What follows belongs to an exercise in optimizing a design on an open flow for small area; a production flow would make more cautious choices. Only simulation tests tie the RTL to the original design; equivalence was not proved. Power is estimated from default activity; no workload was simulated.

Design top, start of the top module:
module top (
input clk_12m,       
input rst_n,     
output led1,     
output led2,      
output          	lcd_rst     ,
output				lcd_blk		,
output          	lcd_dc      ,
output          	lcd_sclk    ,
output          	lcd_mosi    ,
output          	lcd_cs   ,
input				uart_rx,		 
output				uart_tx,
input		[3:0]	col,
output	    [3:0]	row,
output led_song,
output			    beeper
);
wire  clk_48m = clk_12m;
wire tick_kb, c1s_zero, c1s_last;
wire [5:0] jcnt;
LED_shining  u_LED_shining (
    .clk                     ( clk_12m     ),
    .rst_n                   ( rst_n   ),
    .led1                    ( led1  ),
    .led2                    (     ),
    .tick_kb                 ( tick_kb ),
    .jcnt                    ( jcnt ),
    .c1s_zero                ( c1s_zero ),
    .c1s_last                ( c1s_last )
);
assign led2 = led1;
wire rx_data_valid;
wire [7:0]	rx_data_out;
wire tx_data_valid;
wire [7:0]	tx_data_in;
picture_display u_picture_display(
    .clk		( clk_12m)	,
    .clk_50MHz ( clk_48m)	,
    .rst_n		 (rst_n)  ,
    .rx_data_valid(rx_data_valid),
    .rx_data_out(rx_data_out),
    .tx_data_valid(tx_data_valid),
    .tx_data_in(tx_data_in),
    .lcd_rst     (lcd_rst),
	.lcd_blk	(lcd_blk)	,
    .lcd_dc      (lcd_dc),
    .lcd_sclk    (lcd_sclk),
    .lcd_mosi    (lcd_mosi),
    .lcd_cs  (lcd_cs)
);
In_Out_Handle  u_In_Out_Handle(
    .clk(clk_12m),
    .rst_n(rst_n),
    .col(col),
    .row(row),
    .uart_rx(uart_rx),
    .uart_tx(uart_tx),
    .rx_data_valid_temp(rx_data_valid),
    .rx_data_out_temp(rx_data_out),
    .tx_data_valid_temp(tx_data_valid),
    .tx_data_in_temp(tx_data_in),
    .led_song(led_song),
    .tick_kb(tick_kb),
    .jcnt(jcnt),
    .c1s_zero(c1s_zero),
    .c1s_last(c1s_last),
    .beeper(beeper)
);
endmodule
Size in the first run: roughly 6800 cells after synthesis, roughly 22 I/O pins, ~110000 sq um of cells after synthesis.
==> flow/config.mk <==
export PLATFORM = sky130hd
export DESIGN_NAME = top
export DESIGN_NICKNAME = top
export VERILOG_FILES = /design/flow/design.v
export SDC_FILE = /design/flow/constraint.sdc
export NUM_CORES = 4
export LEC_CHECK = 0
export CAP_MARGIN = 20
export CORE_MARGIN = 2
export CORE_UTILIZATION = 70
export CTS_BUF_LIST = sky130_fd_sc_hd__clkbuf_16
export CTS_CLUSTER_DIAMETER = 60
export CTS_CLUSTER_SIZE = 27
export PLACE_DENSITY = 0.85
export SLEW_MARGIN = 20
==> flow/constraint.sdc <==
create_clock -name core_clock -period 10.0 [get_ports {clk_12m}]
set_input_delay 2.0000 -clock core_clock [delete_from_list [all_inputs] [get_ports {clk_12m}]]
set_output_delay 2.0000 -clock core_clock [all_outputs]
set_load 0.01 [all_outputs]
run.sh (not shown) runs the stock make flow with config.mk's settings and CLKGATE_MAP_FILE= SYNTH_SCRIPT=/design/flow/synth_recipe.tcl, a recipe that flattens the netlist after the stock synthesis.
The baseline completed without violations.
Rerun with:
--- a/flow/design.v
+++ b/flow/design.v
@@ -326,37 +326,37 @@
     input      [6:0] addra,
     input      [4:0] dina,
     input            dina_new,     
     input            W_EN,
     input      [6:0] addrb,
     output     [4:0] doutb
 );
 reg [6:0] ph;
 always @(posedge clk)
-    ph <= (ph >= 7'd82) ? 7'd0 : ph + 7'd1;
-reg  [5*83-1:0] sr;
-wire [4:0] rout = sr[5*83-1 -: 5];
+    ph <= (ph >= 7'd83) ? 7'd0 : ph + 7'd1;
+reg  [5*84-1:0] sr;
+wire [4:0] rout = sr[5*84-1 -: 5];
 wire [6:0] am1  = addra - 7'd1;
 wire       cmt  = (ph == addra) || (ph == am1 && addra != 7'd0 && !dina_new);
 wire [4:0] rin  = cmt ? dina : rout;
 always @(posedge clk)
-    sr <= {sr[5*82-1:0], rin};
+    sr <= {sr[5*83-1:0], rin};
 reg [4:0] M0, M48, M;
 always @(posedge clk) begin
     if (W_EN && addra == 7'd0)  M0  <= dina;
     if (W_EN && addra == 7'd48) M48 <= dina;
     if (addrb == 7'd0)
         M <= M0;
     else if (addrb == 7'd48)
         M <= M48;
     else if (W_EN && addra == addrb)
         M <= dina;
-    else if (ph == ((addrb == 7'd83) ? 7'd82 : addrb))
+    else if (ph == addrb)
         M <= rin;
 end
 reg W_EN_d;
 always @(posedge clk or negedge rst_n) begin
     if (!rst_n)
         W_EN_d <= 1'b1;
     else
         W_EN_d <= W_EN;
 end
@@ -757,23 +757,23 @@
     output  wire            cs                  ,
     output  wire            dc                  ,
     output  reg             sclk                ,
     output  reg             mosi                
 );
 parameter CPOL = 1'b0;  
 parameter CPHA = 1'b0;  
 parameter DELAY_TIME = 3'd4;  
 parameter CNT_SCLK_MAX = 4'd4;  
-parameter STATE0 = 2'd0;
-parameter STATE1 = 2'd1;
-parameter STATE2 = 2'd2;
-parameter DONE   = 2'd3;
-reg     [1:0]   state;
+parameter STATE0 = 4'b0_001;
+parameter STATE1 = 4'b0_010;
+parameter STATE2 = 4'b0_100;
+parameter DONE   = 4'b1_000;
+reg     [3:0]   state;
 reg     [2:0]   cnt_delay;
 reg     [3:0]   cnt1;
 reg     [2:0]   cnt_sclk;
 reg             sclk_flag;
 reg             state2_finish_flag;
 always@(posedge sys_clk_50MHz or negedge sys_rst_n)
     if(!sys_rst_n)
         state <= STATE0;
     else
@@ -947,25 +947,25 @@
             GBLUE	= 16'h07FF,
             RED     = 16'hF800,
             MAGENTA = 16'hF81F,
             GREEN   = 16'h07E0,
             CYAN    = 16'h7FFF,
             YELLOW  = 16'hFFE0,
             BROWN 	= 16'hBC40, 
             BRRED 	= 16'hFC07, 
             GRAY  	= 16'h8430; 
-reg [2:0]   state;
-parameter   S0_DELAY100MS         = 3'd0, 
-            S1_DELAY50MS          = 3'd1,
-            S2_WR_90              = 3'd2,
-            S3_DELAY120MS         = 3'd3,
-            S4_WR_DIRECTION_CLEAR = 3'd4,
-            DONE                  = 3'd5;
+reg [5:0]   state;
+parameter   S0_DELAY100MS         = 6'b000_001, 
+            S1_DELAY50MS          = 6'b000_010,
+            S2_WR_90              = 6'b000_100,
+            S3_DELAY120MS         = 6'b001_000,
+            S4_WR_DIRECTION_CLEAR = 6'b010_000,
+            DONE                  = 6'b100_000;
 reg [12:0]  cnt_150ms;
 reg         lcd_rst_high_flag;
 wire [5:0]  cnt_s2_num = cnt_150ms[5:0];
 reg         cnt_s2_num_done; 
 wire [8:0]  cnt_s4_num = cnt_150ms[8:0];
 reg         cnt_s4_num_done;   
 always@(posedge sys_clk_50MHz or negedge sys_rst_n)
     if(!sys_rst_n)
         state <= S0_DELAY100MS;
@@ -1126,23 +1126,23 @@
                      input wire [8:0] col_pos,
                      input wire [7:0] rom_q,
                      output wire [8:0] rom_addr,
                      output wire rom_inc,
                      output wire [8:0] show_pic_data, 
                      output wire show_pic_done,
                      output wire en_write_show_pic);
     parameter SIZE_WIDTH_MAX  = 9'd479;
     parameter SIZE_LENGTH_MAX = 9'd319;
-    parameter STATE0 = 2'd0;
-    parameter STATE1 = 2'd1;
-    parameter STATE2 = 2'd2;
-    parameter DONE   = 2'd3;
-    reg  [1:0] state;
+    parameter STATE0 = 4'b0_001;
+    parameter STATE1 = 4'b0_010;
+    parameter STATE2 = 4'b0_100;
+    parameter DONE   = 4'b1_000;
+    reg  [3:0] state;
     reg          the1_wr_done;
     reg  [3:0] cnt_set_windows;
     reg          state1_finish_flag;
     reg  [2:0] cnt_rom_prepare;
     reg  [15:0] temp;
     reg          length_num_flag;
     reg  [8:0] cnt_length_num;
     reg  [9:0] cnt_wr_color_data;
     reg  [8:0] data;
Effect:
- worst setup slack loses 0.061 ns
- total power increases slightly
- clock skew increases by 0.011 ns
- maximum frequency decreases slightly
- count of clock-buffer cells in the layout does not change
- design area increases slightly

## port drivers added, routing unchanged
In the flow no input, the clock included, has a driving cell. The finished layouts below were timed again as built, in two steps.
Step 1 sets driving cells, clkbuf_16 on the clock port and buf_2 on the other inputs (assumed; they add their load-dependent delay and slew).
Step 2 moves the port delays by t, midway between the first and last clock arrival at a register: inputs arrive t later, outputs are due t later. That takes back most of the time a late clock gives input paths.
a / b / c = ideal / step 1 / step 2; a / b = the first two.
| run | shift t [ns] | slack for setup (ns) | hold WS [ns] | clock arrival spread, ns | worst data-port slew with drivers (ns) |
|---|---|---|---|---|---|
| the first run | 0.907 | 5.365 / 5.284 / 5.840 | 0.308 / 0.308 / 0.308 | 0.062 / 0.061 | 0.05 |
| the second run | 0.936 | 5.303 / 5.303 / 5.303 | 0.279 / 0.279 / 0.279 | 0.081 / 0.081 | 0.05 |
After both steps every run listed still meets setup and hold.
